Background: an optimization exercise with open tools, aiming at small area. Do not read the settings as production practice.
The RTL was checked by simulation tests, not by an equivalence proof against the original design.
Power is estimated from default activity; no workload was simulated.

==> flow/design.v (excerpt) <==
module router_top(clk,rst,din,rd_en0,rd_en1,rd_en2,pkt_vld,vld_out0,vld_out1,vld_out2,dout0,dout1,dout2,busy,err);
input clk,rst,rd_en0,rd_en1,rd_en2,pkt_vld;
input [7:0] din;
output vld_out0,vld_out1,vld_out2,busy,err;
output [7:0]dout0,dout1,dout2;
wire [7:0]data;
wire [1:0]addr;
wire full0,full1,full2,nz0,nz1,nz2,sft_rst0,sft_rst1,sft_rst2,rde0,rde1,rde2;
wire detect_add,wait_state,lfd_state,ld_state,laf_state,cpe_state,write_enb_reg,parity_done,low_pkt_vld;
reg fifo_full;
always@(*)
begin
	case(addr)
		2'd0:fifo_full=full0;
		2'd1:fifo_full=full1;
		2'd2:fifo_full=full2;
		default:fifo_full=1'b0;
	endcase
end
rfsm FSM(clk,rst,pkt_vld,din[1:0],sft_rst0|sft_rst1|sft_rst2,nz0,nz1,nz2,fifo_full,parity_done,low_pkt_vld,addr,busy,detect_add,wait_state,lfd_state,ld_state,laf_state,cpe_state,write_enb_reg);
router_reg REG(clk,rst,pkt_vld,din,fifo_full,detect_add,wait_state,lfd_state,ld_state,laf_state,cpe_state,parity_done,low_pkt_vld,err,data);
rsynch SYN0(clk,rst,rd_en0,nz0,vld_out0,sft_rst0);
rsynch SYN1(clk,rst,rd_en1,nz1,vld_out1,sft_rst1);
rsynch SYN2(clk,rst,rd_en2,nz2,vld_out2,sft_rst2);
router_fifo FIFO_0(clk,rst,rd_en0,write_enb_reg&&addr==2'd0,data,dout0,full0,nz0,sft_rst0,rde0);
router_fifo FIFO_1(clk,rst,rd_en1,write_enb_reg&&addr==2'd1,data,dout1,full1,nz1,sft_rst1,rde1);
router_fifo FIFO_2(clk,rst,rd_en2,write_enb_reg&&addr==2'd2,data,dout2,full2,nz2,sft_rst2,rde2);
endmodule
Size in the first run: ~440 flip-flops.
==> flow/config.mk <==
export PLATFORM = sky130hd
export DESIGN_NAME = router_top
export DESIGN_NICKNAME = router_top
export VERILOG_FILES = /design/flow/design.v
export SDC_FILE = /design/flow/constraint.sdc
export NUM_CORES = 4
export LEC_CHECK = 0
export CAP_MARGIN = 20
export CORE_MARGIN = 2
export CORE_UTILIZATION = 70
export SLEW_MARGIN = 20
==> flow/constraint.sdc <==
create_clock -name core_clock -period 4.0 [get_ports {clk}]
set_input_delay 0.8000 -clock core_clock [delete_from_list [all_inputs] [get_ports {clk}]]
set_output_delay 0.8000 -clock core_clock [all_outputs]
set_load 0.01 [all_outputs]
standard.sh (not shown) runs the stock make flow with config.mk's settings and CLKGATE_MAP_FILE= SYNTH_SCRIPT=/design/flow/synth_recipe.tcl, a recipe that flattens the netlist after the stock synthesis.
==> flow/flow/run.sh <==
#!/bin/bash
# Own layout flow: the standard layout (standard.sh) with
#  - the standard synthesis script, but an area-oriented ABC mapping script
#    (flow/area.abc) for the combinational logic; registers are mapped by
#    dfflibmap before ABC exactly as in the standard synthesis,
#  - smaller port buffers,
#  - a clock tree of clkbuf_8 leaves without dummy loads,
#  - no pre-placement upsizing (ABC buffers are removed instead),
#  - global placement that does not keep its timing-driven buffering, and
#    downsizing of non-critical cells after global routing.
set -euo pipefail
W=$PWD
sed "s#log_cmd abc {\*}\$abc_args#set abc_args [lreplace \$abc_args 1 1 $W/flow/area.abc]; log_cmd abc {*}\$abc_args#" \
  "$FLOW_HOME/scripts/synth.tcl" > "$W/synth_area.tcl"
grep -q "flow/area.abc" "$W/synth_area.tcl"
sed "s#source \$::env(SCRIPTS_DIR)/synth.tcl#source $W/synth_area.tcl#" synth_recipe.tcl > "$W/synth_recipe_area.tcl"
grep -q "synth_area.tcl" "$W/synth_recipe_area.tcl"
sed "s#SYNTH_SCRIPT=[^ ]*#SYNTH_SCRIPT=$W/synth_recipe_area.tcl#" standard.sh > "$W/standard_area.sh"
grep -q "synth_recipe_area.tcl" "$W/standard_area.sh"
export BUFFER_PORTS_ARGS="-buffer_cell sky130_fd_sc_hd__buf_1"
export REMOVE_ABC_BUFFERS=1
export RECOVER_POWER=100
export GPL_KEEP_OVERFLOW=0
export CTS_ARGS="-sink_clustering_enable -repair_clock_nets -sink_clustering_size 16 -sink_clustering_max_diameter 80 -buf_list sky130_fd_sc_hd__clkbuf_8 -dont_use_dummy_load"
bash "$W/standard_area.sh" finish > standard_flow.log 2>&1
==> flow/flow/area.abc <==
strash
&get -n
&st
&syn4
&dch -f
&nf -a -R 100
&put
topo
stime -c
The first run finished with timing, DRC and antenna clean.
Change:
==> flow/run.sh (new file) <==
#!/bin/bash
# synth_recipe.tcl (not shown) runs the flow's synth.tcl, then flattens the netlist and writes it again
# the make line also repeats each setting of config.mk as NAME=value (left out here)
make -C /OpenROAD-flow-scripts/flow DESIGN_CONFIG=/design/flow/config.mk WORK_HOME=/design/flow/orfs CLKGATE_MAP_FILE= SYNTH_SCRIPT=/design/flow/synth_recipe.tcl finish
--- a/flow/config.mk
+++ b/flow/config.mk
@@ -9,3 +9,7 @@
 export CORE_MARGIN = 2
-export CORE_UTILIZATION = 70
+export CORE_UTILIZATION = 40
+export CTS_BUF_LIST = sky130_fd_sc_hd__clkbuf_8
+export CTS_CLUSTER_DIAMETER = 80
+export CTS_CLUSTER_SIZE = 16
+export GPL_TIMING_DRIVEN = 0
 export SLEW_MARGIN = 20
removed: flow/flow/run.sh
removed: flow/flow/area.abc
removed: flow/standard.sh
Result: The new run ran to the end with no violations; via count went up by about 3.2%; total power increases by 5.4%; hold slack improves by 0.0087 ns; sequential cell count is unchanged.

==> re-timing with driven ports <==
How much do the figures lean on ideal ports? The routed layouts below were timed once more, with nothing changed but the port constraints.
Step 1, drivers: a clkbuf_16 drives clk and a buf_2 each remaining input, both assumed.
Step 2 moves the port delays by t, midway between the first and last clock arrival at a register: inputs arrive t later, outputs are due t later. That takes back most of the time a late clock gives input paths.
a / b / c = ideal / step 1 / step 2; a / b = the first two.
| run | shift t [ns] | slack for setup (ns) | hold slack, ns | clock arrival spread, ns | worst data-port slew with drivers (ns) |
|---|---|---|---|---|---|
| the first run | 0.635 | 0.151 / 0.107 / 0.303 | 0.425 / 0.425 / 0.425 | 0.041 / 0.041 | 0.07 |
| the second run | 0.683 | 0.090 / 0.039 / 0.269 | 0.433 / 0.433 / 0.433 | 0.028 / 0.029 | 0.03 |
After both steps every run listed still meets setup and hold.
